What follows belongs to an exercise in optimizing a design on an open flow for small area, a short achievable clock period and few clock cycles; a production flow would make more cautious choices.
Where RTL was checked, it was by simulation tests only, not by an equivalence proof against the original.
Power is estimated from default activity; no workload was simulated.

// RV32I_Core
module RV32I_Core (
    input  logic        clk,
    input  logic        reset,
    input  logic [31:0] instrCode,
    output logic [31:0] instrMemAddr,
    output logic        dataWe,
    output logic [31:0] dataAddr,
    output logic [31:0] dataWData,
    input  logic [31:0] dataRData,
    output logic        transfer,
    input  logic        ready
);
    localparam logic [6:0] OP_R = 7'b0110011, OP_L = 7'b0000011, OP_I = 7'b0010011,
        OP_S = 7'b0100011, OP_B = 7'b1100011, OP_LU = 7'b0110111, OP_AU = 7'b0010111,
        OP_J = 7'b1101111, OP_JL = 7'b1100111;
    logic [31:0] pc_f;
    logic        v_e;
    logic [31:0] a_e, b_e, imm_e;
    logic [ 4:0] rd_e;
    logic        we_e, ld_e, st_e, br_e, pred_e, jalr_e;
    logic        sub_e, uns_e, s_add_e, s_slt_e, s_xor_e, s_or_e, s_and_e, s_sh_e;
    logic        shl_e, sha_e;
    logic [ 2:0] f3_e;
    logic [ 4:0] rs1_d, rs2_d;
    logic        v_m, mem_m, pend;
    logic [31:0] res_m, sd_m;
    logic [ 4:0] rd_m;
    logic        we_m, ld_m, st_m;
    wire         m_ld = v_m & ld_m;
    wire         wb_en = v_m & we_m;
    wire  [31:0] wb_data = ld_m ? dataRData : res_m;
    assign transfer  = pend | mem_m;
    assign dataWe    = st_m;
    assign dataAddr  = res_m;
    assign dataWData = sd_m;
    logic [32*32-1:32] rf;   
    always_ff @(posedge clk) begin
        for (int i = 1; i < 32; i++) if (wb_en && rd_m == i) rf[32*i+:32] <= wb_data;
    end
    assign instrMemAddr = pc_f;
    wire [6:0] op = instrCode[6:0];
    wire [2:0] f3 = instrCode[14:12];
    wire [4:0] rs1 = instrCode[19:15];
    wire [4:0] rs2 = instrCode[24:20];
    wire [4:0] rd = instrCode[11:7];
    wire is_r  = ~op[6] & op[5] & op[4] & ~op[2];
    wire is_i  = ~op[6] & ~op[5] & op[4] & ~op[2];
    wire is_l  = ~op[6] & ~op[5] & ~op[4] & ~op[2];
    wire is_s  = ~op[6] & op[5] & ~op[4] & ~op[2];
    wire is_b  = op[6] & ~op[2];
    wire is_lu = ~op[6] & op[5] & op[2];
    wire is_au = ~op[6] & ~op[5] & op[2];
    wire is_j  = op[6] & op[3];
    wire is_jl = op[6] & op[2] & ~op[3];
    logic [31:0] imm;
    always_comb begin
        imm = {{20{instrCode[31]}}, instrCode[31:20]};   
        if (is_i & (f3 == 3'b011)) imm = {20'b0, instrCode[31:20]};   
        if (is_s) imm = {{20{instrCode[31]}}, instrCode[31:25], instrCode[11:7]};
  ...
Settings: LEC_CHECK=0, CAP_MARGIN=20, CORE_MARGIN=2, CORE_UTILIZATION=50, CTS_BUF_LIST=sky130_fd_sc_hd__clkbuf_8, CTS_CLUSTER_DIAMETER=60, CTS_CLUSTER_SIZE=15, PLACE_DENSITY=0.8, SETUP_SLACK_MARGIN=3.9, SLEW_MARGIN=20, SYNTH_HIERARCHICAL=1; clock period 8.0 ns.
run.sh (not shown) runs the stock make flow with config.mk's settings and CLKGATE_MAP_FILE= SYNTH_SCRIPT=/design/flow/synth_recipe.tcl, a recipe that flattens the netlist after the stock synthesis.
Testbench counts at the start, summed over its fixed seeds: cycles 32,567.
Then changed:
--- a/flow/config.mk
+++ b/flow/config.mk
@@ -12,6 +12,6 @@
 export CTS_CLUSTER_DIAMETER = 60
 export CTS_CLUSTER_SIZE = 15
-export PLACE_DENSITY = 0.8
-export SETUP_SLACK_MARGIN = 3.9
+export PLACE_DENSITY = 0.7
+export SETUP_SLACK_MARGIN = 4.0
 export SLEW_MARGIN = 20
 export SYNTH_HIERARCHICAL = 1
After rerunning:
- count of clock-buffer cells in the layout is lower by 2
- fmax rose by a few percent
- worst setup slack improves by 0.15 ns
- clock power went down by a few percent
- via count grows slightly
- final area is higher slightly
Then changed:
--- a/flow/config.mk
+++ b/flow/config.mk
@@ -12,5 +12,4 @@
 export CTS_CLUSTER_DIAMETER = 60
 export CTS_CLUSTER_SIZE = 15
-export PLACE_DENSITY = 0.7
 export SETUP_SLACK_MARGIN = 4.0
 export SLEW_MARGIN = 20
Worst setup slack got worse by 0.22 ns.
Die area is unchanged.
Synthesized area does not change.
Final area rises by 1.3%.
Routed wire length rises by 10%.
Final cell count rises by 0.63%.
Core utilization rises by 0.75 points.
Then changed:
--- a/flow/config.mk
+++ b/flow/config.mk
@@ -12,5 +12,6 @@
 export CTS_CLUSTER_DIAMETER = 60
 export CTS_CLUSTER_SIZE = 15
-export SETUP_SLACK_MARGIN = 4.0
+export PLACE_DENSITY = 0.75
+export SETUP_SLACK_MARGIN = 4.1
 export SLEW_MARGIN = 20
 export SYNTH_HIERARCHICAL = 1
What happened:
- The changed run finished clean
- final cell count goes up by 1.0%
- global-route usage goes down by 1.3 points
- worst setup slack gets worse by 0.097 ns
- hold slack stays flat
- clock skew stays flat
- final area goes up by 1.8%
- routed wire length goes down by 1.2%
Then changed:
--- a/flow/config.mk
+++ b/flow/config.mk
@@ -13,5 +13,5 @@
 export CTS_CLUSTER_SIZE = 15
 export PLACE_DENSITY = 0.75
-export SETUP_SLACK_MARGIN = 4.1
+export SETUP_SLACK_MARGIN = 4.0
 export SLEW_MARGIN = 20
 export SYNTH_HIERARCHICAL = 1
=>
- clock power falls by about 2%
- utilization falls by 1.5 points
- die area does not change
- maximum frequency rises by about 6.5%
- wire length falls by about 7%
- count of clock-buffer cells in the layout falls by 5
- cell area falls by about 2.5%
- via count falls by about 2.8%
- register-to-register slack got worse by 0.09 ns
- power falls by about 3.5%
Then changed:
--- a/flow/config.mk
+++ b/flow/config.mk
@@ -10,6 +10,6 @@
 export CORE_UTILIZATION = 50
 export CTS_BUF_LIST = sky130_fd_sc_hd__clkbuf_8
-export CTS_CLUSTER_DIAMETER = 60
-export CTS_CLUSTER_SIZE = 15
+export CTS_CLUSTER_DIAMETER = 50
+export CTS_CLUSTER_SIZE = 18
 export PLACE_DENSITY = 0.75
 export SETUP_SLACK_MARGIN = 4.0
Flip-flop and latch count stays the same; critical path depth increases by 3; worst setup slack got worse by 0.055 ns; fmax decreases by 1.3%; count of clock-buffer cells in the layout increases by 8; core utilization increases by 0.95 points; non-clock buffer count increases by 6; hold slack got worse by 0.011 ns; global-route usage increases by 0.29 points; wire length increases by 1.4%; cell area increases by about 1.7%.


Setup of blue:
Another version of the RTL of RV32I_Core (not shown whole).
For scale: roughly 1200 flip-flops, about 170 I/O pins.
export LEC_CHECK = 0
export ABC_CLOCK_PERIOD_IN_PS = 5000
export CAP_MARGIN = 20
export CORE_MARGIN = 2
export CORE_UTILIZATION = 40
export SETUP_SLACK_MARGIN = 3.0
export SLEW_MARGIN = 20
create_clock -name core_clock -period 8.0 [get_ports {clk}]
[inputs] green vs blue
- ABC_CLOCK_PERIOD_IN_PS changed from 5000 to 4000
- SETUP_SLACK_MARGIN changed from 3.0 to 4.0
[summary]
- Changes observed in green relative to blue: count of vias placed by the detailed router went up; critical path depth +1.
- [compare] base=blue new=green: sequential power increased about 0.5%, worst setup slack +0.11 ns, area overhead of the layout relative to synthesis now larger, routability congestion estimate climbed about 1.5%.
- Looking at critical path endpoint, the pc_f[19]$_DFFE_PP0N_ result is from green; the pc_f[30]$_DFFE_PP0N_ one comes from blue.
Function was not checked in any run of this note: the RTL went through the layout flow alone.


Another version of the RTL of RV32I_Core (not shown whole).
Size in the first run: ~5100 cells after synthesis, ~1200 flip-flops, about 170 I/O pins.
// RV32I_Core
module RV32I_Core (
    input  logic        clk,
    input  logic        reset,
    input  logic [31:0] instrCode,
    output logic [31:0] instrMemAddr,
    output logic        dataWe,
    output logic [31:0] dataAddr,
    output logic [31:0] dataWData,
    input  logic [31:0] dataRData,
    output logic        transfer,
    input  logic        ready
);
    localparam logic [6:0] OP_R = 7'b0110011, OP_L = 7'b0000011, OP_I = 7'b0010011,
        OP_S = 7'b0100011, OP_B = 7'b1100011, OP_LU = 7'b0110111, OP_AU = 7'b0010111,
        OP_J = 7'b1101111, OP_JL = 7'b1100111;
    logic [31:0] pc_f;
    logic        v_e;
    logic [31:0] a_e, b_e, imm_e;
    logic [ 4:0] rs1_e, rs2_e, rd_e;
    logic        we_e, ld_e, st_e, br_e, pred_e, jalr_e, useImm_e;
    logic        sub_e, uns_e, s_add_e, s_slt_e, s_xor_e, s_or_e, s_and_e, s_sh_e;
    logic        shl_e, sha_e;
    logic [ 2:0] f3_e;
    logic [ 4:0] rs1_d, rs2_d;
    logic        v_m, mem_m, pend;
    logic [31:0] res_m, sd_m;
    logic [ 4:0] rd_m;
    logic        we_m, ld_m, st_m;
    wire         m_ld = v_m & ld_m;
    wire         wb_en = v_m & we_m & (~ld_m | ready);
    wire  [31:0] wb_data = ld_m ? dataRData : res_m;
    assign transfer  = pend | mem_m;
    assign dataWe    = st_m;
    assign dataAddr  = res_m;
    assign dataWData = sd_m;
    logic [32*32-1:32] rf;   
    always_ff @(posedge clk) begin
        for (int i = 1; i < 32; i++) if (wb_en && rd_m == i) rf[32*i+:32] <= wb_data;
    end
    assign instrMemAddr = pc_f;
    wire [6:0] op = instrCode[6:0];
    wire [2:0] f3 = instrCode[14:12];
    wire [4:0] rs1 = instrCode[19:15];
    wire [4:0] rs2 = instrCode[24:20];
    wire [4:0] rd = instrCode[11:7];
    wire is_r  = ~op[6] & op[5] & op[4] & ~op[2];
    wire is_i  = ~op[6] & ~op[5] & op[4] & ~op[2];
    wire is_l  = ~op[6] & ~op[5] & ~op[4] & ~op[2];
    wire is_s  = ~op[6] & op[5] & ~op[4] & ~op[2];
    wire is_b  = op[6] & ~op[2];
    wire is_lu = ~op[6] & op[5] & op[2];
    wire is_au = ~op[6] & ~op[5] & op[2];
    wire is_j  = op[6] & op[3];
    wire is_jl = op[6] & op[2] & ~op[3];
    logic [31:0] imm;
    always_comb begin
        imm = {{20{instrCode[31]}}, instrCode[31:20]};   
  ...
clock: 8.0 ns
lec_check: 0
cap_margin: 20
core_margin: 2
core_utilization: 50
setup_slack_margin: 4.0
slew_margin: 20
synth_hierarchical: 1
The first run produced a clean layout.
Next try:
--- a/flow/config.mk
+++ b/flow/config.mk
@@ -10,3 +10,3 @@
 export CORE_UTILIZATION = 50
-export SETUP_SLACK_MARGIN = 4.0
+export SETUP_SLACK_MARGIN = 3.0
 export SLEW_MARGIN = 20
Result: The new run went through all stages and came out clean; clock skew stays flat; setup slack degrades by 810 ps; global-route usage decreases by 1.3 points; non-clock buffer count decreases by 276; clock power decreases by about 1%; fmax decreases by 16%; synthesized cell count is unchanged; wire length decreases by 5.0%; via count decreases by 4.6%.
No run of this note included a check of the RTL's function; only the layout flow was run.

-- separate check: timing with driven ports --
Ports are ideal in the flow. The routed layouts listed here were re-timed in OpenROAD. Step 1 assumes that a clkbuf_16 drives the clock port and a buf_2 every other input. Step 2 adds t to the input delays and takes it off the output delays; t is the mean of the earliest and latest rising clock arrival at the registers after step 1. Input paths then give back, and output paths get back, about the clock's delay inside the block. Slacks: ideal / step 1 / step 2; pairs: ideal / step 1.
| run | t, ns | setup slack, ns | hold slack, ns | worst data-port slew with drivers (ns) |
|---|---|---|---|---|
| the first run of note 1 | 0.957 | 3.795 / 3.743 / 2.882 | 0.382 / 0.382 / 0.382 | 0.06 |
| the second run of note 1 | 0.889 | 3.945 / 3.884 / 2.995 | 0.353 / 0.353 / 0.353 | 0.18 |
| the third run of note 1 | 0.962 | 3.727 / 3.789 / 2.827 | 0.377 / 0.377 / 0.377 | 0.28 |
| the fourth run of note 1 | 0.970 | 3.630 / 3.634 / 2.664 | 0.378 / 0.378 / 0.378 | 0.10 |
| the fifth run of note 1 | 0.943 | 3.897 / 3.900 / 2.985 | 0.380 / 0.380 / 0.380 | 0.07 |
| the sixth run of note 1 | 0.927 | 3.842 / 3.872 / 2.945 | 0.370 / 0.370 / 0.370 | 0.06 |
| blue | 0.859 | 2.737 / 2.737 / 2.233 | 0.423 / 0.423 / 0.423 | 0.09 |
| green | 0.886 | 2.849 / 2.849 / 2.314 | 0.468 / 0.468 / 0.468 | 0.09 |
| the first run of note 3 | 0.861 | 3.683 / 3.683 / 3.002 | 0.437 / 0.437 / 0.437 | 0.06 |
| the second run of note 3 | 0.860 | 2.872 / 2.872 / 2.347 | 0.436 / 0.436 / 0.436 | 0.05 |
After both steps every run listed still meets setup and hold. The setup slack of the fourth run of note 1, which loses most, moves by +0.004 ns with the drivers and by -0.966 ns with both steps.
